This design comes from an exercise in tuning for small area and a short achievable clock period on the open sky130 flow, not from production work. No functional check of the RTL was part of any run shown here.

==> flow/design.v, too long to show whole: its modules and the start of the top module <==
// module MAC: 1270 lines
// module FA: 6 lines
// module AOI21: 5 lines
// module OAI21: 5 lines
// module NAND2: 5 lines
// module NOR2: 5 lines
// module XOR2: 5 lines
// module XNOR2: 5 lines
// module INV: 5 lines
// module HA: 6 lines
module MAC(A,B,out,clk,reset);
  // ...
==> flow/flow/run.sh <==
#!/bin/bash
# The standard layout (standard.sh: standard synthesis and ORFS flow, SDC unchanged),
# with a hook after repair_design that sizes the port buffers and the operand inverters
# (hooks.tcl); knobs.sh holds the cell choices. make's output goes to make_flow.log, each
# ORFS step's log to orfs/logs/.
set -euo pipefail
HERE=$(cd "$(dirname "$0")" && pwd)
source "$HERE/knobs.sh"
export PORT_BUF_IN PORT_BUF_OUT OPND_INV DOWNSIZE HOOK_MARGIN
EXTRA=()
if [[ -n "${CTS_ARGS_K:-}" ]]; then EXTRA+=("CTS_ARGS=$CTS_ARGS_K"); fi
bash standard.sh BUFFER_PORTS_ARGS="-buffer_cell $PORT_BUF_IN" POST_RESIZE_TCL="$HERE/hooks.tcl" SETUP_SLACK_MARGIN=$MARGIN ${EXTRA[@]+"${EXTRA[@]}"} finish > make_flow.log 2>&1
==> flow/flow/hooks.tcl <==
# Sourced by ORFS after repair_design in the resize step (POST_RESIZE_TCL).
# Port buffers: inputs get $::env(PORT_BUF_IN), outputs $::env(PORT_BUF_OUT).
# Inverters fed by an input buffer (the operand inverters of the NOR partial
# products, each driving 16 gates) get $::env(OPND_INV).
set block [ord::get_db_block]
set n_in 0; set n_out 0; set n_inv 0
foreach bterm [$block getBTerms] {
  set net [$bterm getNet]
  if {$net eq "NULL"} continue
  set name [$bterm getName]
  if {$name eq "clk"} continue
  if {[$bterm getIoType] eq "INPUT"} {
    foreach it [$net getITerms] {
      set inst [$it getInst]
      set m [[$inst getMaster] getName]
      if {![string match "sky130_fd_sc_hd__*buf*" $m]} continue
      if {$m ne $::env(PORT_BUF_IN)} { replace_cell [get_cells [$inst getName]] [get_lib_cells $::env(PORT_BUF_IN)] }
      incr n_in
      foreach ot [$inst getITerms] {
        if {![$ot isOutputSignal]} continue
        set onet [$ot getNet]
        if {$onet eq "NULL"} continue
        foreach lt [$onet getITerms] {
          set li [$lt getInst]
          set lm [[$li getMaster] getName]
          if {[string match "sky130_fd_sc_hd__inv_*" $lm] && [$lt isInputSignal] && $::env(OPND_INV) ne ""} {
            replace_cell [get_cells [$li getName]] [get_lib_cells $::env(OPND_INV)]
            incr n_inv
          }
        }
      }
    }
  } else {
    foreach it [$net getITerms] {
      if {![$it isOutputSignal]} continue
      set inst [$it getInst]
      set m [[$inst getMaster] getName]
      if {![string match "sky130_fd_sc_hd__*buf*" $m]} continue
      if {$m ne $::env(PORT_BUF_OUT)} { replace_cell [get_cells [$inst getName]] [get_lib_cells $::env(PORT_BUF_OUT)] }
      incr n_out
    }
  }
}
puts "hooks: $n_in input buffers, $n_out output buffers, $n_inv operand inverters resized"

# Optional: every other cell to its drive-1 size (synthesis picks larger ones for speed),
# then repair_timing aiming at $::env(HOOK_MARGIN) ns of setup slack, so that only the
# cells on the paths that set the achieved period are sized up.
if {[info exists ::env(DOWNSIZE)] && $::env(DOWNSIZE)} {
  set n_down 0
  foreach inst [$block getInsts] {
    set m [[$inst getMaster] getName]
    if {[string match "*dfrtp*" $m] || [string match "*dfstp*" $m]} continue
    if {![regexp {^(sky130_fd_sc_hd__[a-z0-9]+)_([0-9]+)$} $m -> base sz]} continue
    if {$sz <= 1} continue
    set iname [$inst getName]
    if {[string match "input*" $iname] || [string match "output*" $iname]} continue
    if {[string match "sky130_fd_sc_hd__inv*" $m] && $::env(OPND_INV) eq $m} continue
    set lc [get_lib_cells -quiet ${base}_1]
    if {$lc eq ""} continue
    replace_cell [get_cells $iname] $lc
    incr n_down
  }
  puts "hooks: $n_down cells downsized"
}
if {[info exists ::env(HOOK_MARGIN)] && $::env(HOOK_MARGIN) > 0} {
  estimate_parasitics -placement
  puts "hooks: worst slack before [sta::worst_slack_cmd max]"
  repair_timing -setup -setup_margin $::env(HOOK_MARGIN) -match_cell_footprint -verbose
  puts "hooks: worst slack after [sta::worst_slack_cmd max]"
}
==> flow/flow/knobs.sh <==
PORT_BUF_IN=sky130_fd_sc_hd__buf_1
PORT_BUF_OUT=sky130_fd_sc_hd__buf_2
OPND_INV=sky130_fd_sc_hd__inv_4
MARGIN=0
DOWNSIZE=0
HOOK_MARGIN=0
CTS_ARGS_K="-sink_clustering_enable -repair_clock_nets -dont_use_dummy_load -buf_list sky130_fd_sc_hd__clkbuf_8"
==> flow/standard.sh <==
#!/bin/bash
# synth_recipe.tcl (not shown) runs the flow's synth.tcl, then flattens the netlist and writes it again
# the make line also repeats each setting of config.mk as NAME=value (left out here)
make -C /OpenROAD-flow-scripts/flow DESIGN_CONFIG=/design/flow/config.mk WORK_HOME=/design/flow/orfs CLKGATE_MAP_FILE= SYNTH_SCRIPT=/design/flow/synth_recipe.tcl "${@:-finish}"
==> flow/config.mk <==
export PLATFORM = sky130hd
export DESIGN_NAME = MAC
export DESIGN_NICKNAME = MAC
export VERILOG_FILES = /design/flow/design.v
export SDC_FILE = /design/flow/constraint.sdc
export NUM_CORES = 4
export LEC_CHECK = 0
export CAP_MARGIN = 20
export CORE_MARGIN = 2
export CORE_UTILIZATION = 60
export PLACE_DENSITY = 0.8
export SLEW_MARGIN = 20
export SYNTH_HIERARCHICAL = 1
==> flow/constraint.sdc <==
create_clock -name core_clock -period 18.0 [get_ports {clk}]
set_input_delay 3.6000 -clock core_clock [delete_from_list [all_inputs] [get_ports {clk}]]
set_output_delay 3.6000 -clock core_clock [all_outputs]
set_load 0.01 [all_outputs]
==> summary.md, run 1 <==
| Metric | Value |
|---|---|
| Metal2 WL | 11,000 um |
| Rows | 46 |
| Layout clock area frac | 0.0130 |
| Synthesis-to-layout area growth | -2.12% |
| Die Wd | 131 um |
| Uppermost layer routed | met4 |
| Fraction of registers with async set/reset | 1.00 |
| Synth Area in Simple Gates | 0.121 |
| Routed metal-1 wire length | 8480 um |
| Layout cells sized above 1 | 0.169 |
| Non-clk buf share | 0.0335 |
| Crit share post-route | 0.386 |
| Detailed placer's ending HPWL | 17,300 um |
| Vias in the first global route | 6,850 |
| Synth warn | 7 |
| Ys flop type | dfrtp_1 |
| Tapcells | 216 |
| Number of top-level pins | 70 |
| Max reg flops | 36 |
| Fill cells | 1,325 |
| Outcome | no timing/DRC/antenna violations |
| Crit path max fanout | 16 |
| Port-buffer cells | 69 |
| Mux cell area share after synthesis | 0 |
| Post-synth EDFFs | 0 |
| Compound-Gate Fraction of Synth Area | 0.0491 |
| Clk_skew | 24.4 ps |
| Die Ht | 131 um |
| Post-Synth Adder-Cell Area | 0.528 |
| Fin util | 0.599 |
| Largest cells by area after synthesis | fa_1, dfrtp_1, nor2_1 |
==> inputs of run 2 (changes only) <==
--- a/flow/design.v
+++ b/flow/design.v
@@ -799,37 +799,33 @@
   wire s485, c486;
   FA us485 (c422, c484, s423, s485, c486);
   wire s487, c488;
   FA us487 (c424, s425, c486, s487, c488);
   wire s489, c490;
   FA us489 (c426, s427, c488, s489, c490);
   wire s491, c492;
   FA us491 (c428, s429, c490, s491, c492);
-  wire s493, c494;
-  FA us493 (c430, s431, c492, s493, c494);
-  wire s495, c496;
-  FA us495 (c432, s433, c494, s495, c496);
-  assign ncr = c496;
+  assign ncr = c492;
   assign nx[0] = s481;
   assign ny[0] = 1'b0;
   assign nx[1] = s483;
   assign ny[1] = 1'b0;
   assign nx[2] = s485;
   assign ny[2] = 1'b0;
   assign nx[3] = s487;
   assign ny[3] = 1'b0;
   assign nx[4] = s489;
   assign ny[4] = 1'b0;
   assign nx[5] = s491;
   assign ny[5] = 1'b0;
-  assign nx[6] = s493;
-  assign ny[6] = 1'b0;
-  assign nx[7] = s495;
-  assign ny[7] = 1'b0;
+  assign nx[6] = c430;
+  assign ny[6] = s431;
+  assign nx[7] = c432;
+  assign ny[7] = s433;
   assign nx[8] = c434;
   assign ny[8] = s435;
   assign nx[9] = c436;
   assign ny[9] = s437;
   assign nx[10] = c438;
   assign ny[10] = s439;
   assign nx[11] = c440;
   assign ny[11] = s441;
@@ -887,391 +883,459 @@
       y <= 36'd0;
       cr <= 1'b0;
     end else begin
       cr <= ncr;
       x <= nx;
       y <= ny;
     end
   wire ag1, ap2;
-  HA uap2 (x[8], y[8], ap2, ag1);
+  NAND2 uag1 (x[6], y[6], ag1);
+  XNOR2 uap2 (x[6], y[6], ap2);
   wire ag3, ap4;
-  HA uap4 (x[9], y[9], ap4, ag3);
+  NAND2 uag3 (x[7], y[7], ag3);
+  XNOR2 uap4 (x[7], y[7], ap4);
   wire ag5, ap6;
-  HA uap6 (x[10], y[10], ap6, ag5);
+  NAND2 uag5 (x[8], y[8], ag5);
+  XNOR2 uap6 (x[8], y[8], ap6);
   wire ag7, ap8;
-  HA uap8 (x[11], y[11], ap8, ag7);
+  NAND2 uag7 (x[9], y[9], ag7);
+  XNOR2 uap8 (x[9], y[9], ap8);
   wire ag9, ap10;
-  HA uap10 (x[12], y[12], ap10, ag9);
+  NAND2 uag9 (x[10], y[10], ag9);
+  XNOR2 uap10 (x[10], y[10], ap10);
   wire ag11, ap12;
-  HA uap12 (x[13], y[13], ap12, ag11);
+  NAND2 uag11 (x[11], y[11], ag11);
+  XNOR2 uap12 (x[11], y[11], ap12);
   wire ag13, ap14;
-  HA uap14 (x[14], y[14], ap14, ag13);
+  NAND2 uag13 (x[12], y[12], ag13);
+  XNOR2 uap14 (x[12], y[12], ap14);
   wire ag15, ap16;
-  HA uap16 (x[15], y[15], ap16, ag15);
+  NAND2 uag15 (x[13], y[13], ag15);
+  XNOR2 uap16 (x[13], y[13], ap16);
   wire ag17, ap18;
-  HA uap18 (x[16], y[16], ap18, ag17);
+  NAND2 uag17 (x[14], y[14], ag17);
+  XNOR2 uap18 (x[14], y[14], ap18);
   wire ag19, ap20;
-  HA uap20 (x[17], y[17], ap20, ag19);
+  NAND2 uag19 (x[15], y[15], ag19);
+  XNOR2 uap20 (x[15], y[15], ap20);
   wire ag21, ap22;
-  HA uap22 (x[18], y[18], ap22, ag21);
+  NAND2 uag21 (x[16], y[16], ag21);
+  XNOR2 uap22 (x[16], y[16], ap22);
   wire ag23, ap24;
-  HA uap24 (x[19], y[19], ap24, ag23);
+  NAND2 uag23 (x[17], y[17], ag23);
+  XNOR2 uap24 (x[17], y[17], ap24);
   wire ag25, ap26;
-  HA uap26 (x[20], y[20], ap26, ag25);
+  NAND2 uag25 (x[18], y[18], ag25);
+  XNOR2 uap26 (x[18], y[18], ap26);
   wire ag27, ap28;
-  HA uap28 (x[21], y[21], ap28, ag27);
+  NAND2 uag27 (x[19], y[19], ag27);
+  XNOR2 uap28 (x[19], y[19], ap28);
   wire ag29, ap30;
-  HA uap30 (x[22], y[22], ap30, ag29);
+  NAND2 uag29 (x[20], y[20], ag29);
+  XNOR2 uap30 (x[20], y[20], ap30);
   wire ag31, ap32;
-  HA uap32 (x[23], y[23], ap32, ag31);
+  NAND2 uag31 (x[21], y[21], ag31);
+  XNOR2 uap32 (x[21], y[21], ap32);
   wire ag33, ap34;
-  HA uap34 (x[24], y[24], ap34, ag33);
+  NAND2 uag33 (x[22], y[22], ag33);
+  XNOR2 uap34 (x[22], y[22], ap34);
   wire ag35, ap36;
-  HA uap36 (x[25], y[25], ap36, ag35);
+  NAND2 uag35 (x[23], y[23], ag35);
+  XNOR2 uap36 (x[23], y[23], ap36);
   wire ag37, ap38;
-  HA uap38 (x[26], y[26], ap38, ag37);
+  NAND2 uag37 (x[24], y[24], ag37);
+  XNOR2 uap38 (x[24], y[24], ap38);
   wire ag39, ap40;
-  HA uap40 (x[27], y[27], ap40, ag39);
+  NAND2 uag39 (x[25], y[25], ag39);
+  XNOR2 uap40 (x[25], y[25], ap40);
   wire ag41, ap42;
-  HA uap42 (x[28], y[28], ap42, ag41);
+  NAND2 uag41 (x[26], y[26], ag41);
+  XNOR2 uap42 (x[26], y[26], ap42);
   wire ag43, ap44;
-  HA uap44 (x[29], y[29], ap44, ag43);
+  NAND2 uag43 (x[27], y[27], ag43);
+  XNOR2 uap44 (x[27], y[27], ap44);
   wire ag45, ap46;
-  HA uap46 (x[30], y[30], ap46, ag45);
+  NAND2 uag45 (x[28], y[28], ag45);
+  XNOR2 uap46 (x[28], y[28], ap46);
   wire ag47, ap48;
-  HA uap48 (x[31], y[31], ap48, ag47);
-  wire aG49;
-  AOI21 uaG49 (ap4, ag1, ag3, aG49);
-  wire at50;
-  NAND2 uat50 (ap4, ap2, at50);
-  wire aG51;
-  AOI21 uaG51 (ap8, ag5, ag7, aG51);
-  wire at52;
-  NAND2 uat52 (ap8, ap6, at52);
+  NAND2 uag47 (x[29], y[29], ag47);
+  XNOR2 uap48 (x[29], y[29], ap48);
+  wire ag49, ap50;
+  NAND2 uag49 (x[30], y[30], ag49);
+  XNOR2 uap50 (x[30], y[30], ap50);
+  wire ag51, ap52;
+  NAND2 uag51 (x[31], y[31], ag51);
+  XNOR2 uap52 (x[31], y[31], ap52);
   wire aG53;
-  AOI21 uaG53 (ap12, ag9, ag11, aG53);
+  OAI21 uaG53 (ap4, ag1, ag3, aG53);
   wire at54;
-  NAND2 uat54 (ap12, ap10, at54);
+  NOR2 uat54 (ap4, ap2, at54);
   wire aG55;
-  AOI21 uaG55 (ap16, ag13, ag15, aG55);
+  OAI21 uaG55 (ap8, ag5, ag7, aG55);
   wire at56;
-  NAND2 uat56 (ap16, ap14, at56);
+  NOR2 uat56 (ap8, ap6, at56);
   wire aG57;
-  AOI21 uaG57 (ap20, ag17, ag19, aG57);
+  OAI21 uaG57 (ap12, ag9, ag11, aG57);
   wire at58;
-  NAND2 uat58 (ap20, ap18, at58);
+  NOR2 uat58 (ap12, ap10, at58);
   wire aG59;
-  AOI21 uaG59 (ap24, ag21, ag23, aG59);
+  OAI21 uaG59 (ap16, ag13, ag15, aG59);
   wire at60;
-  NAND2 uat60 (ap24, ap22, at60);
+  NOR2 uat60 (ap16, ap14, at60);
   wire aG61;
-  AOI21 uaG61 (ap28, ag25, ag27, aG61);
+  OAI21 uaG61 (ap20, ag17, ag19, aG61);
   wire at62;
-  NAND2 uat62 (ap28, ap26, at62);
+  NOR2 uat62 (ap20, ap18, at62);
   wire aG63;
-  AOI21 uaG63 (ap32, ag29, ag31, aG63);
+  OAI21 uaG63 (ap24, ag21, ag23, aG63);
   wire at64;
-  NAND2 uat64 (ap32, ap30, at64);
+  NOR2 uat64 (ap24, ap22, at64);
   wire aG65;
-  AOI21 uaG65 (ap36, ag33, ag35, aG65);
+  OAI21 uaG65 (ap28, ag25, ag27, aG65);
   wire at66;
-  NAND2 uat66 (ap36, ap34, at66);
+  NOR2 uat66 (ap28, ap26, at66);
   wire aG67;
-  AOI21 uaG67 (ap40, ag37, ag39, aG67);
+  OAI21 uaG67 (ap32, ag29, ag31, aG67);
   wire at68;
-  NAND2 uat68 (ap40, ap38, at68);
+  NOR2 uat68 (ap32, ap30, at68);
   wire aG69;
-  AOI21 uaG69 (ap44, ag41, ag43, aG69);
+  OAI21 uaG69 (ap36, ag33, ag35, aG69);
   wire at70;
-  NAND2 uat70 (ap44, ap42, at70);
+  NOR2 uat70 (ap36, ap34, at70);
   wire aG71;
-  AOI21 uaG71 (ap48, ag45, ag47, aG71);
+  OAI21 uaG71 (ap40, ag37, ag39, aG71);
   wire at72;
-  NAND2 uat72 (ap48, ap46, at72);
-  wire at73;
-  NAND2 uat73 (x[33], x[32], at73);
-  wire ai74;
-  INV uai74 (cr, ai74);
+  NOR2 uat72 (ap40, ap38, at72);
+  wire aG73;
+  OAI21 uaG73 (ap44, ag41, ag43, aG73);
+  wire at74;
+  NOR2 uat74 (ap44, ap42, at74);
   wire aG75;
-  OAI21 uaG75 (at50, ai74, aG49, aG75);
-  wire aG76;
-  OAI21 uaG76 (at52, aG49, aG51, aG76);
-  wire at77;
-  NOR2 uat77 (at52, at50, at77);
-  wire aG78;
-  OAI21 uaG78 (at54, aG51, aG53, aG78);
+  OAI21 uaG75 (ap48, ag45, ag47, aG75);
+  wire at76;
+  NOR2 uat76 (ap48, ap46, at76);
+  wire aG77;
+  OAI21 uaG77 (ap52, ag49, ag51, aG77);
+  wire at78;
+  NOR2 uat78 (ap52, ap50, at78);
   wire at79;
-  NOR2 uat79 (at54, at52, at79);
+  NAND2 uat79 (x[33], x[32], at79);
   wire aG80;
-  OAI21 uaG80 (at56, aG53, aG55, aG80);
-  wire at81;
-  NOR2 uat81 (at56, at54, at81);
-  wire aG82;
-  OAI21 uaG82 (at58, aG55, aG57, aG82);
-  wire at83;
-  NOR2 uat83 (at58, at56, at83);
-  wire aG84;
-  OAI21 uaG84 (at60, aG57, aG59, aG84);
-  wire at85;
-  NOR2 uat85 (at60, at58, at85);
-  wire aG86;
-  OAI21 uaG86 (at62, aG59, aG61, aG86);
-  wire at87;
-  NOR2 uat87 (at62, at60, at87);
-  wire aG88;
-  OAI21 uaG88 (at64, aG61, aG63, aG88);
-  wire at89;
-  NOR2 uat89 (at64, at62, at89);
-  wire aG90;
-  OAI21 uaG90 (at66, aG63, aG65, aG90);
-  wire at91;
-  NOR2 uat91 (at66, at64, at91);
-  wire aG92;
-  OAI21 uaG92 (at68, aG65, aG67, aG92);
-  wire at93;
-  NOR2 uat93 (at68, at66, at93);
-  wire aG94;
-  OAI21 uaG94 (at70, aG67, aG69, aG94);
-  wire at95;
-  NOR2 uat95 (at70, at68, at95);
-  wire aG96;
-  OAI21 uaG96 (at72, aG69, aG71, aG96);
-  wire at97;
-  NOR2 uat97 (at72, at70, at97);
+  AOI21 uaG80 (at54, cr, aG53, aG80);
+  wire aG81;
+  AOI21 uaG81 (at56, aG53, aG55, aG81);
+  wire at82;
+  NAND2 uat82 (at56, at54, at82);
+  wire aG83;
+  AOI21 uaG83 (at58, aG55, aG57, aG83);
+  wire at84;
+  NAND2 uat84 (at58, at56, at84);
+  wire aG85;
+  AOI21 uaG85 (at60, aG57, aG59, aG85);
+  wire at86;
+  NAND2 uat86 (at60, at58, at86);
+  wire aG87;
+  AOI21 uaG87 (at62, aG59, aG61, aG87);
+  wire at88;
+  NAND2 uat88 (at62, at60, at88);
+  wire aG89;
+  AOI21 uaG89 (at64, aG61, aG63, aG89);
+  wire at90;
+  NAND2 uat90 (at64, at62, at90);
+  wire aG91;
+  AOI21 uaG91 (at66, aG63, aG65, aG91);
+  wire at92;
+  NAND2 uat92 (at66, at64, at92);
+  wire aG93;
+  AOI21 uaG93 (at68, aG65, aG67, aG93);
+  wire at94;
+  NAND2 uat94 (at68, at66, at94);
+  wire aG95;
+  AOI21 uaG95 (at70, aG67, aG69, aG95);
+  wire at96;
+  NAND2 uat96 (at70, at68, at96);
+  wire aG97;
+  AOI21 uaG97 (at72, aG69, aG71, aG97);
   wire at98;
-  NOR2 uat98 (at73, aG71, at98);
-  wire at99;
-  NOR2 uat99 (at73, at72, at99);
-  wire aG100;
-  AOI21 uaG100 (at77, cr, aG76, aG100);
+  NAND2 uat98 (at72, at70, at98);
+  wire aG99;
+  AOI21 uaG99 (at74, aG71, aG73, aG99);
+  wire at100;
+  NAND2 uat100 (at74, at72, at100);
   wire aG101;
-  AOI21 uaG101 (at79, aG75, aG78, aG101);
-  wire aG102;
-  AOI21 uaG102 (at81, aG76, aG80, aG102);
-  wire at103;
-  NAND2 uat103 (at81, at77, at103);
-  wire aG104;
-  AOI21 uaG104 (at83, aG78, aG82, aG104);
-  wire at105;
-  NAND2 uat105 (at83, at79, at105);
-  wire aG106;
-  AOI21 uaG106 (at85, aG80, aG84, aG106);
-  wire at107;
-  NAND2 uat107 (at85, at81, at107);
-  wire aG108;
-  AOI21 uaG108 (at87, aG82, aG86, aG108);
-  wire at109;
-  NAND2 uat109 (at87, at83, at109);
+  AOI21 uaG101 (at76, aG73, aG75, aG101);
+  wire at102;
+  NAND2 uat102 (at76, at74, at102);
+  wire aG103;
+  AOI21 uaG103 (at78, aG75, aG77, aG103);
+  wire at104;
+  NAND2 uat104 (at78, at76, at104);
+  wire ai105;
+  INV uai105 (aG77, ai105);
+  wire at106;
+  NOR2 uat106 (at79, ai105, at106);
+  wire ai107;
+  INV uai107 (at78, ai107);
+  wire at108;
+  NOR2 uat108 (at79, ai107, at108);
+  wire ai109;
+  INV uai109 (cr, ai109);
   wire aG110;
-  AOI21 uaG110 (at89, aG84, aG88, aG110);
-  wire at111;
-  NAND2 uat111 (at89, at85, at111);
+  OAI21 uaG110 (at82, ai109, aG81, aG110);
+  wire aG111;
+  OAI21 uaG111 (at84, aG80, aG83, aG111);
   wire aG112;
-  AOI21 uaG112 (at91, aG86, aG90, aG112);
+  OAI21 uaG112 (at86, aG81, aG85, aG112);
   wire at113;
-  NAND2 uat113 (at91, at87, at113);
+  NOR2 uat113 (at86, at82, at113);
   wire aG114;
-  AOI21 uaG114 (at93, aG88, aG92, aG114);
+  OAI21 uaG114 (at88, aG83, aG87, aG114);
   wire at115;
-  NAND2 uat115 (at93, at89, at115);
+  NOR2 uat115 (at88, at84, at115);
   wire aG116;
-  AOI21 uaG116 (at95, aG90, aG94, aG116);
+  OAI21 uaG116 (at90, aG85, aG89, aG116);
   wire at117;
-  NAND2 uat117 (at95, at91, at117);
+  NOR2 uat117 (at90, at86, at117);
   wire aG118;
-  AOI21 uaG118 (at97, aG92, aG96, aG118);
+  OAI21 uaG118 (at92, aG87, aG91, aG118);
   wire at119;
-  NAND2 uat119 (at97, at93, at119);
+  NOR2 uat119 (at92, at88, at119);
   wire aG120;
-  AOI21 uaG120 (at99, aG94, at98, aG120);
+  OAI21 uaG120 (at94, aG89, aG93, aG120);
   wire at121;
-  NAND2 uat121 (at99, at95, at121);
+  NOR2 uat121 (at94, at90, at121);
   wire aG122;
-  OAI21 uaG122 (at103, ai74, aG102, aG122);
-  wire ai123;
-  INV uai123 (aG75, ai123);
+  OAI21 uaG122 (at96, aG91, aG95, aG122);
+  wire at123;
+  NOR2 uat123 (at96, at92, at123);
   wire aG124;
-  OAI21 uaG124 (at105, ai123, aG104, aG124);
-  wire aG125;
-  OAI21 uaG125 (at107, aG100, aG106, aG125);
+  OAI21 uaG124 (at98, aG93, aG97, aG124);
+  wire at125;
+  NOR2 uat125 (at98, at94, at125);
   wire aG126;
-  OAI21 uaG126 (at109, aG101, aG108, aG126);
-  wire aG127;
-  OAI21 uaG127 (at111, aG102, aG110, aG127);
-  wire at128;
-  NOR2 uat128 (at111, at103, at128);
-  wire aG129;
-  OAI21 uaG129 (at113, aG104, aG112, aG129);
-  wire at130;
-  NOR2 uat130 (at113, at105, at130);
-  wire aG131;
-  OAI21 uaG131 (at115, aG106, aG114, aG131);
-  wire at132;
-  NOR2 uat132 (at115, at107, at132);
+  OAI21 uaG126 (at100, aG95, aG99, aG126);
+  wire at127;
+  NOR2 uat127 (at100, at96, at127);
+  wire aG128;
+  OAI21 uaG128 (at102, aG97, aG101, aG128);
+  wire at129;
+  NOR2 uat129 (at102, at98, at129);
+  wire aG130;
+  OAI21 uaG130 (at104, aG99, aG103, aG130);
+  wire at131;
+  NOR2 uat131 (at104, at100, at131);
+  wire ai132;
+  INV uai132 (aG101, ai132);
   wire aG133;
-  OAI21 uaG133 (at117, aG108, aG116, aG133);
-  wire at134;
-  NOR2 uat134 (at117, at109, at134);
-  wire aG135;
-  OAI21 uaG135 (at119, aG110, aG118, aG135);
-  wire at136;
-  NOR2 uat136 (at119, at111, at136);
-  wire aG137;
-  OAI21 uaG137 (at121, aG112, aG120, aG137);
-  wire at138;
-  NOR2 uat138 (at121, at113, at138);
+  AOI21 uaG133 (at108, ai132, at106, aG133);
+  wire ai134;
+  INV uai134 (at102, ai134);
+  wire at135;
+  NAND2 uat135 (at108, ai134, at135);
+  wire aG136;
+  AOI21 uaG136 (at113, cr, aG112, aG136);
+  wire ai137;
+  INV uai137 (aG80, ai137);
+  wire aG138;
+  AOI21 uaG138 (at115, ai137, aG114, aG138);
   wire aG139;
-  AOI21 uaG139 (at128, cr, aG127, aG139);
+  AOI21 uaG139 (at117, aG110, aG116, aG139);
   wire aG140;
-  AOI21 uaG140 (at130, aG75, aG129, aG140);
-  wire ai141;
-  INV uai141 (aG100, ai141);
-  wire aG142;
-  AOI21 uaG142 (at132, ai141, aG131, aG142);
-  wire ai143;
-  INV uai143 (aG101, ai143);
-  wire aG144;
-  AOI21 uaG144 (at134, ai143, aG133, aG144);
+  AOI21 uaG140 (at119, aG111, aG118, aG140);
+  wire aG141;
+  AOI21 uaG141 (at121, aG112, aG120, aG141);
+  wire at142;
+  NAND2 uat142 (at121, at113, at142);
+  wire aG143;
+  AOI21 uaG143 (at123, aG114, aG122, aG143);
+  wire at144;
+  NAND2 uat144 (at123, at115, at144);
   wire aG145;
-  AOI21 uaG145 (at136, aG122, aG135, aG145);
-  wire aG146;
-  AOI21 uaG146 (at138, aG124, aG137, aG146);
+  AOI21 uaG145 (at125, aG116, aG124, aG145);
+  wire at146;
+  NAND2 uat146 (at125, at117, at146);
   wire aG147;
-  AOI21 uaG147 (ap2, cr, ag1, aG147);
-  wire aG148;
-  AOI21 uaG148 (ap6, aG75, ag5, aG148);
+  AOI21 uaG147 (at127, aG118, aG126, aG147);
+  wire at148;
+  NAND2 uat148 (at127, at119, at148);
   wire aG149;
-  AOI21 uaG149 (ap10, ai141, ag9, aG149);
-  wire aG150;
-  AOI21 uaG150 (ap14, ai143, ag13, aG150);
+  AOI21 uaG149 (at129, aG120, aG128, aG149);
+  wire at150;
+  NAND2 uat150 (at129, at121, at150);
   wire aG151;
-  AOI21 uaG151 (ap18, aG122, ag17, aG151);
-  wire aG152;
-  AOI21 uaG152 (ap22, aG124, ag21, aG152);
-  wire aG153;
-  AOI21 uaG153 (ap26, aG125, ag25, aG153);
+  AOI21 uaG151 (at131, aG122, aG130, aG151);
+  wire at152;
+  NAND2 uat152 (at131, at123, at152);
+  wire ai153;
+  INV uai153 (aG124, ai153);
   wire aG154;
-  AOI21 uaG154 (ap30, aG126, ag29, aG154);
+  OAI21 uaG154 (at135, ai153, aG133, aG154);
   wire ai155;
-  INV uai155 (aG139, ai155);
-  wire aG156;
-  AOI21 uaG156 (ap34, ai155, ag33, aG156);
-  wire ai157;
-  INV uai157 (aG140, ai157);
+  INV uai155 (at125, ai155);
+  wire at156;
+  NOR2 uat156 (at135, ai155, at156);
+  wire aG157;
+  OAI21 uaG157 (at142, ai109, aG141, aG157);
   wire aG158;
-  AOI21 uaG158 (ap38, ai157, ag37, aG158);
+  OAI21 uaG158 (at144, aG80, aG143, aG158);
   wire ai159;
-  INV uai159 (aG142, ai159);
+  INV uai159 (aG110, ai159);
   wire aG160;
-  AOI21 uaG160 (ap42, ai159, ag41, aG160);
+  OAI21 uaG160 (at146, ai159, aG145, aG160);
   wire ai161;
-  INV uai161 (aG144, ai161);
+  INV uai161 (aG111, ai161);
   wire aG162;
-  AOI21 uaG162 (ap46, ai161, ag45, aG162);
-  wire ai163;
-  INV uai163 (aG145, ai163);
-  wire at164;
-  NAND2 uat164 (x[32], ai163, at164);
+  OAI21 uaG162 (at148, ai161, aG147, aG162);
+  wire aG163;
+  OAI21 uaG163 (at150, aG136, aG149, aG163);
+  wire aG164;
+  OAI21 uaG164 (at152, aG138, aG151, aG164);
   wire ai165;
-  INV uai165 (aG146, ai165);
-  wire at166;
-  NAND2 uat166 (x[34], ai165, at166);
+  INV uai165 (aG139, ai165);
+  wire aG166;
+  AOI21 uaG166 (at156, ai165, aG154, aG166);
+  wire aG167;
+  OAI21 uaG167 (ap2, ai109, ag1, aG167);
+  wire aG168;
+  OAI21 uaG168 (ap6, aG80, ag5, aG168);
+  wire aG169;
+  OAI21 uaG169 (ap10, ai159, ag9, aG169);
+  wire aG170;
+  OAI21 uaG170 (ap14, ai161, ag13, aG170);
+  wire aG171;
+  OAI21 uaG171 (ap18, aG136, ag17, aG171);
+  wire aG172;
+  OAI21 uaG172 (ap22, aG138, ag21, aG172);
+  wire aG173;
+  OAI21 uaG173 (ap26, aG139, ag25, aG173);
+  wire aG174;
+  OAI21 uaG174 (ap30, aG140, ag29, aG174);
+  wire ai175;
+  INV uai175 (aG157, ai175);
+  wire aG176;
+  OAI21 uaG176 (ap34, ai175, ag33, aG176);
+  wire ai177;
+  INV uai177 (aG158, ai177);
+  wire aG178;
+  OAI21 uaG178 (ap38, ai177, ag37, aG178);
+  wire ai179;
+  INV uai179 (aG160, ai179);
+  wire aG180;
+  OAI21 uaG180 (ap42, ai179, ag41, aG180);
+  wire ai181;
+  INV uai181 (aG162, ai181);
+  wire aG182;
+  OAI21 uaG182 (ap46, ai181, ag45, aG182);
+  wire ai183;
+  INV uai183 (aG163, ai183);
+  wire aG184;
+  OAI21 uaG184 (ap50, ai183, ag49, aG184);
+  wire at185;
+  NAND2 uat185 (x[32], aG164, at185);
+  wire ai186;
+  INV uai186 (aG166, ai186);
+  wire at187;
+  NAND2 uat187 (x[34], ai186, at187);
   assign out[0] = x[0];
   assign out[1] = x[1];
   assign out[2] = x[2];
   assign out[3] = x[3];
   assign out[4] = x[4];
   assign out[5] = x[5];
-  assign out[6] = x[6];
-  assign out[7] = x[7];
-  wire ao167;
-  XOR2 uao167 (ap2, cr, ao167);
-  assign out[8] = ao167;
-  wire ao168;
-  XNOR2 uao168 (ap4, aG147, ao168);
-  assign out[9] = ao168;
-  wire ao169;
-  XOR2 uao169 (ap6, aG75, ao169);
-  assign out[10] = ao169;
-  wire ao170;
-  XNOR2 uao170 (ap8, aG148, ao170);
-  assign out[11] = ao170;
-  wire ao171;
-  XNOR2 uao171 (ap10, aG100, ao171);
-  assign out[12] = ao171;
-  wire ao172;
-  XNOR2 uao172 (ap12, aG149, ao172);
-  assign out[13] = ao172;
-  wire ao173;
-  XNOR2 uao173 (ap14, aG101, ao173);
-  assign out[14] = ao173;
-  wire ao174;
-  XNOR2 uao174 (ap16, aG150, ao174);
-  assign out[15] = ao174;
-  wire ao175;
-  XOR2 uao175 (ap18, aG122, ao175);
-  assign out[16] = ao175;
-  wire ao176;
-  XNOR2 uao176 (ap20, aG151, ao176);
-  assign out[17] = ao176;
-  wire ao177;
-  XOR2 uao177 (ap22, aG124, ao177);
-  assign out[18] = ao177;
-  wire ao178;
-  XNOR2 uao178 (ap24, aG152, ao178);
-  assign out[19] = ao178;
-  wire ao179;
-  XOR2 uao179 (ap26, aG125, ao179);
-  assign out[20] = ao179;
-  wire ao180;
-  XNOR2 uao180 (ap28, aG153, ao180);
-  assign out[21] = ao180;
-  wire ao181;
-  XOR2 uao181 (ap30, aG126, ao181);
-  assign out[22] = ao181;
-  wire ao182;
-  XNOR2 uao182 (ap32, aG154, ao182);
-  assign out[23] = ao182;
-  wire ao183;
-  XNOR2 uao183 (ap34, aG139, ao183);
-  assign out[24] = ao183;
-  wire ao184;
-  XNOR2 uao184 (ap36, aG156, ao184);
-  assign out[25] = ao184;
-  wire ao185;
-  XNOR2 uao185 (ap38, aG140, ao185);
-  assign out[26] = ao185;
-  wire ao186;
-  XNOR2 uao186 (ap40, aG158, ao186);
-  assign out[27] = ao186;
-  wire ao187;
-  XNOR2 uao187 (ap42, aG142, ao187);
-  assign out[28] = ao187;
   wire ao188;
-  XNOR2 uao188 (ap44, aG160, ao188);
-  assign out[29] = ao188;
+  XNOR2 uao188 (ap2, cr, ao188);
+  assign out[6] = ao188;
   wire ao189;
-  XNOR2 uao189 (ap46, aG144, ao189);
-  assign out[30] = ao189;
+  XNOR2 uao189 (ap4, aG167, ao189);
+  assign out[7] = ao189;
   wire ao190;
-  XNOR2 uao190 (ap48, aG162, ao190);
-  assign out[31] = ao190;
+  XOR2 uao190 (ap6, aG80, ao190);
+  assign out[8] = ao190;
   wire ao191;
-  XNOR2 uao191 (x[32], aG145, ao191);
-  assign out[32] = ao191;
+  XNOR2 uao191 (ap8, aG168, ao191);
+  assign out[9] = ao191;
   wire ao192;
-  XNOR2 uao192 (x[33], at164, ao192);
-  assign out[33] = ao192;
+  XNOR2 uao192 (ap10, aG110, ao192);
+  assign out[10] = ao192;
   wire ao193;
-  XNOR2 uao193 (x[34], aG146, ao193);
-  assign out[34] = ao193;
+  XNOR2 uao193 (ap12, aG169, ao193);
+  assign out[11] = ao193;
   wire ao194;
-  XNOR2 uao194 (x[35], at166, ao194);
-  assign out[35] = ao194;
+  XNOR2 uao194 (ap14, aG111, ao194);
+  assign out[12] = ao194;
+  wire ao195;
+  XNOR2 uao195 (ap16, aG170, ao195);
+  assign out[13] = ao195;
+  wire ao196;
+  XOR2 uao196 (ap18, aG136, ao196);
+  assign out[14] = ao196;
+  wire ao197;
+  XNOR2 uao197 (ap20, aG171, ao197);
+  assign out[15] = ao197;
+  wire ao198;
+  XOR2 uao198 (ap22, aG138, ao198);
+  assign out[16] = ao198;
+  wire ao199;
+  XNOR2 uao199 (ap24, aG172, ao199);
+  assign out[17] = ao199;
+  wire ao200;
+  XOR2 uao200 (ap26, aG139, ao200);
+  assign out[18] = ao200;
+  wire ao201;
+  XNOR2 uao201 (ap28, aG173, ao201);
+  assign out[19] = ao201;
+  wire ao202;
+  XOR2 uao202 (ap30, aG140, ao202);
+  assign out[20] = ao202;
+  wire ao203;
+  XNOR2 uao203 (ap32, aG174, ao203);
+  assign out[21] = ao203;
+  wire ao204;
+  XNOR2 uao204 (ap34, aG157, ao204);
+  assign out[22] = ao204;
+  wire ao205;
+  XNOR2 uao205 (ap36, aG176, ao205);
+  assign out[23] = ao205;
+  wire ao206;
+  XNOR2 uao206 (ap38, aG158, ao206);
+  assign out[24] = ao206;
+  wire ao207;
+  XNOR2 uao207 (ap40, aG178, ao207);
+  assign out[25] = ao207;
+  wire ao208;
+  XNOR2 uao208 (ap42, aG160, ao208);
+  assign out[26] = ao208;
+  wire ao209;
+  XNOR2 uao209 (ap44, aG180, ao209);
+  assign out[27] = ao209;
+  wire ao210;
+  XNOR2 uao210 (ap46, aG162, ao210);
+  assign out[28] = ao210;
+  wire ao211;
+  XNOR2 uao211 (ap48, aG182, ao211);
+  assign out[29] = ao211;
+  wire ao212;
+  XNOR2 uao212 (ap50, aG163, ao212);
+  assign out[30] = ao212;
+  wire ao213;
+  XNOR2 uao213 (ap52, aG184, ao213);
+  assign out[31] = ao213;
+  wire ao214;
+  XOR2 uao214 (x[32], aG164, ao214);
+  assign out[32] = ao214;
+  wire ao215;
+  XNOR2 uao215 (x[33], at185, ao215);
+  assign out[33] = ao215;
+  wire ao216;
+  XNOR2 uao216 (x[34], aG166, ao216);
+  assign out[34] = ao216;
+  wire ao217;
+  XNOR2 uao217 (x[35], at187, ao217);
+  assign out[35] = ao217;
 endmodule
 module FA(a, b, c, s, co);
   input a, b, c;
   output s, co;
   assign s = a ^ b ^ c;
   assign co = (a & b) | (a & c) | (b & c);
 endmodule
 module AOI21(a1, a2, b1, y);
==> flow/flow/knobs.sh (replaced) <==
PORT_BUF_IN=sky130_fd_sc_hd__buf_1
PORT_BUF_OUT=sky130_fd_sc_hd__buf_2
OPND_INV=sky130_fd_sc_hd__inv_4
MARGIN=0
DOWNSIZE=1
HOOK_MARGIN=0
CTS_ARGS_K="-sink_clustering_enable -repair_clock_nets -dont_use_dummy_load -buf_list sky130_fd_sc_hd__clkbuf_8"
==> summary.md, run 2 <==
| Metric | Value |
|---|---|
| Hold WC Path Type | flip-flop to flip-flop |
| # DRC | 0 |
| Nets | 1,177 |
| RSZ-0062 raised after global routing | no |
| Largest cells by area after synthesis | fa_1, dfrtp_1, nor2_1 |
| Number of top-level pins | 70 (unchanged) |
| # Post-CTS Setup Buffers | 0 |
| Crit path max fanout | 5 (-11) |
| Outcome | no timing/DRC/antenna violations |
| Commonest non-fill, non-tap cell in the layout | nor2_1 |
| H-tree Lvls | 3 |
| Syn Area/Cell | 10.7 um^2 |
| CP arrival | 3060 ps |
| Port-buffer cells | 69 (unchanged) |
| Antenna diodes | 0 |
| Critical path type | flip-flop to output port |
| Max Cap Violations | 0 |
| Synth area leader | fa_1 |
| FF-to-FF path depth | 13 |
| Top Registers | x (36), y (26), cr (1) |
| Worst flop-to-flop path startpoint | y[6] |
| Synth warn | 7 (unchanged) |
| Routed vias | 6,554 |
| CTS tree | yes |
| Drt pass-1 iters | 6 |
| Setup TNS | 0 ps |
| Most frequent cells in the layout | nor2_1, fa_1, dfrtp_1 |
| Largest reg by FF count | x |
| Clock latency on the worst-skew pair | 380 ps |
| FF+latch area | 1580 um^2 |
| DRT iter0 DRCs | 594 |
| WL final | 24,300 um |
| Synth Register Bits | 63 |
| Grt total ovfl | 0 |
| WP data required | 14,400 ps |
| Max reg flops | 36 (unchanged) |
| Footprint of the multi-input gates | 6880 um^2 |
| Die Wd | 132 um (+0.30%) |
| Reg2Reg Setup Slack | 12,630 ps |
| Remaining antenna violation count | 0 |
| Core area | 15,900 um^2 |
| Clk slew on worst S/H paths | 80 ps |
| Gr usage total | 0.296 |
| Layout cells sized above 1 | 0.0894 (-0.0792) |
| Antenna violations before repair | 0 |
| Synth top cells by count | nor2_1, fa_1, dfrtp_1 |
| First-pass GRT wire length | 38,400 um |
| Ys flop type | dfrtp_1 |
| Worst R2R End | y[18] |
| Number of buffers created by CTS | 9 |
| Synth Net Count | 1,195 |
| Final Hold Fails | 0 |
| Crit path from | y[6] |
| Max_slew headroom | 0.522 |
| Fin util | 0.593 (-0.00632) |
| Detailed placer's ending HPWL | 18,200 um (+5.2%) |
| Sink Count | 63 |
| Fill cells | 1,323 (-0.15%) |
| Post-synth EDFFs | 0 (unchanged) |
| Die area | 17,400 um^2 |
| GPL Wtd Cong | 0.860 |
| Tmin final | 6660 ps |
| Clock Path Buffers | 2 |
| Routed len/inst | 21.9 um |
| CTS resizes | 0 |
| Top cell type's share of synthesized area | 0.468 |
| Initial Util | 0.614 |
| Pin count of the biggest net entering global routing | 64 |
| Die Ht | 132 um (+0.30%) |
| Drt via density | 5.90 |
| Gate Count Post-Synth | 915 |
| Slew Limit Fails | 0 |
| Count leader, synth | nor2_1 |
| Fraction of registers with async set/reset | 1.00 (unchanged) |
| Hold Buf Count CTS | 0 |
| CTS Root Cell | clkbuf_8 |
| Critical path destination | out[17] |
| Yosys cell types | 14 |
| Synthesis-to-layout area growth | -3.40% |
| Setup crit start kind | flip-flop |
| Crit share post-route | 0.370 (-0.0157) |
| Mapped Area | 9790 um^2 |
| Seq/Total Area, Yosys | 0.161 |
| Setup crit end kind | output port |
| Worst-Margin Slew | 711 ps |
| Rows | 46 (unchanged) |
| Final Setup Violations | 0 |
| Clk_skew | 17.4 ps (-7.01 ps) |
| Fmax | 150 MHz |
| Vias in the first global route | 7,191 (+5.0%) |
run 2: changes by cell type after synthesis, moves of 7 or more:
cell	change
nand2_1	+23
a21oi_2	-17
ha_1	-24
inv_1	+7
o21ai_1	+23
xnor2_1	+28
nor2_1	+7
run 2: kinds of logic after synthesis:
kind of cell    Yosys count  synth area share
simple gates            330             0.132
xor+xnor                 56            0.0501
fa+ha+maj               246             0.490
buf+inv                 150             0.122
compound gates           70            0.0454
flops                    63             0.161
run 2: per-module statistics from Yosys, one instance, submodules excluded, excerpt:
module	cells	area, um^2
MAC	420	3600
XOR2	1	8.76
AOI21	1	8.76
XNOR2	1	8.76
NAND2	1	3.75
INV	1	3.75
NOR2	1	3.75
run 2: area by class of cell:
cell class,count,share of cell area
tap,216,0.0286
sequential,63,0.167
inverter,50,0.0286
clock buffer,9,0.0131
multi-input combinational,702,0.727
timing repair buffer,71,0.0359
run 2: how the worst min path moves through the flow:
stage / from / end / slack (ps) / cells past startpoint
5_1_grt: x[35] / x[35] / 460 / 1
6_report: x[35] / x[35] / 460 / 1
3_3_place_gp: x[35] / x[35] / 450 / 1
4_1_cts: x[35] / x[35] / 460 / 1
3_5_place_dp: x[35] / x[35] / 450 / 1
2_1_floorplan: x[35] / x[35] / 440 / 1
run 2: critical path, stage by stage (launching register included):
cell and delay (ps):
dfrtp_1 390, xnor2_1 280, nor2_1 130, a21oi_1 470
inv_1 80, a21oi_1 330, o21ai_1 140, xnor2_1 610
buf_2 250
run 2: stage by stage:
step	hold slack, ps	area, um^2	std cells	setup WS [ps]
2_1_floorplan	435	9790	915	11190
3_3_place_gp	447	9320	1101	10760
3_5_place_dp	449	9300	1101	10790
4_1_cts	461	9430	1110	11180
5_1_grt	464	9460	1111	11140
6_report	458	9460	1111	11340
run 2: per-layer routing:
metal  global-route usage  wire length [um]  vias up
met2                0.468             11700      482
met3               0.0923              2850       79
met5                    0                 0        -
li1                     -                 -     2668
met4                0.115               871        0
met1                0.387              8860     3325

[what the ideal ports hide]
How much do the figures lean on ideal ports? The routed layouts below were timed once more, with nothing changed but the port constraints. Step 1 assumes that a clkbuf_16 drives the clock port and a buf_2 every other input. Step 2 moves the port delays by t, midway between the first and last clock arrival at a register: inputs arrive t later, outputs are due t later. That takes back most of the time a late clock gives input paths. a / b / c = ideal ports / drivers / drivers and shift; a / b = the first two.
run	shift t [ns]	setup WS [ns]	hold slack, ns	worst setup path after step 2	slew at the worst register clock pin (ns)
run 1	0.385	11.058 / 11.070 / 10.685	0.457 / 0.457 / 0.457	input to register	0.08 / 0.08
run 2	0.403	11.341 / 11.305 / 11.010	0.458 / 0.458 / 0.458	input to register	0.08 / 0.08
After both steps every run listed still meets setup and hold. For run 1, which loses most, drivers alone change the setup slack by +0.012 ns; drivers and shift together by -0.373 ns.
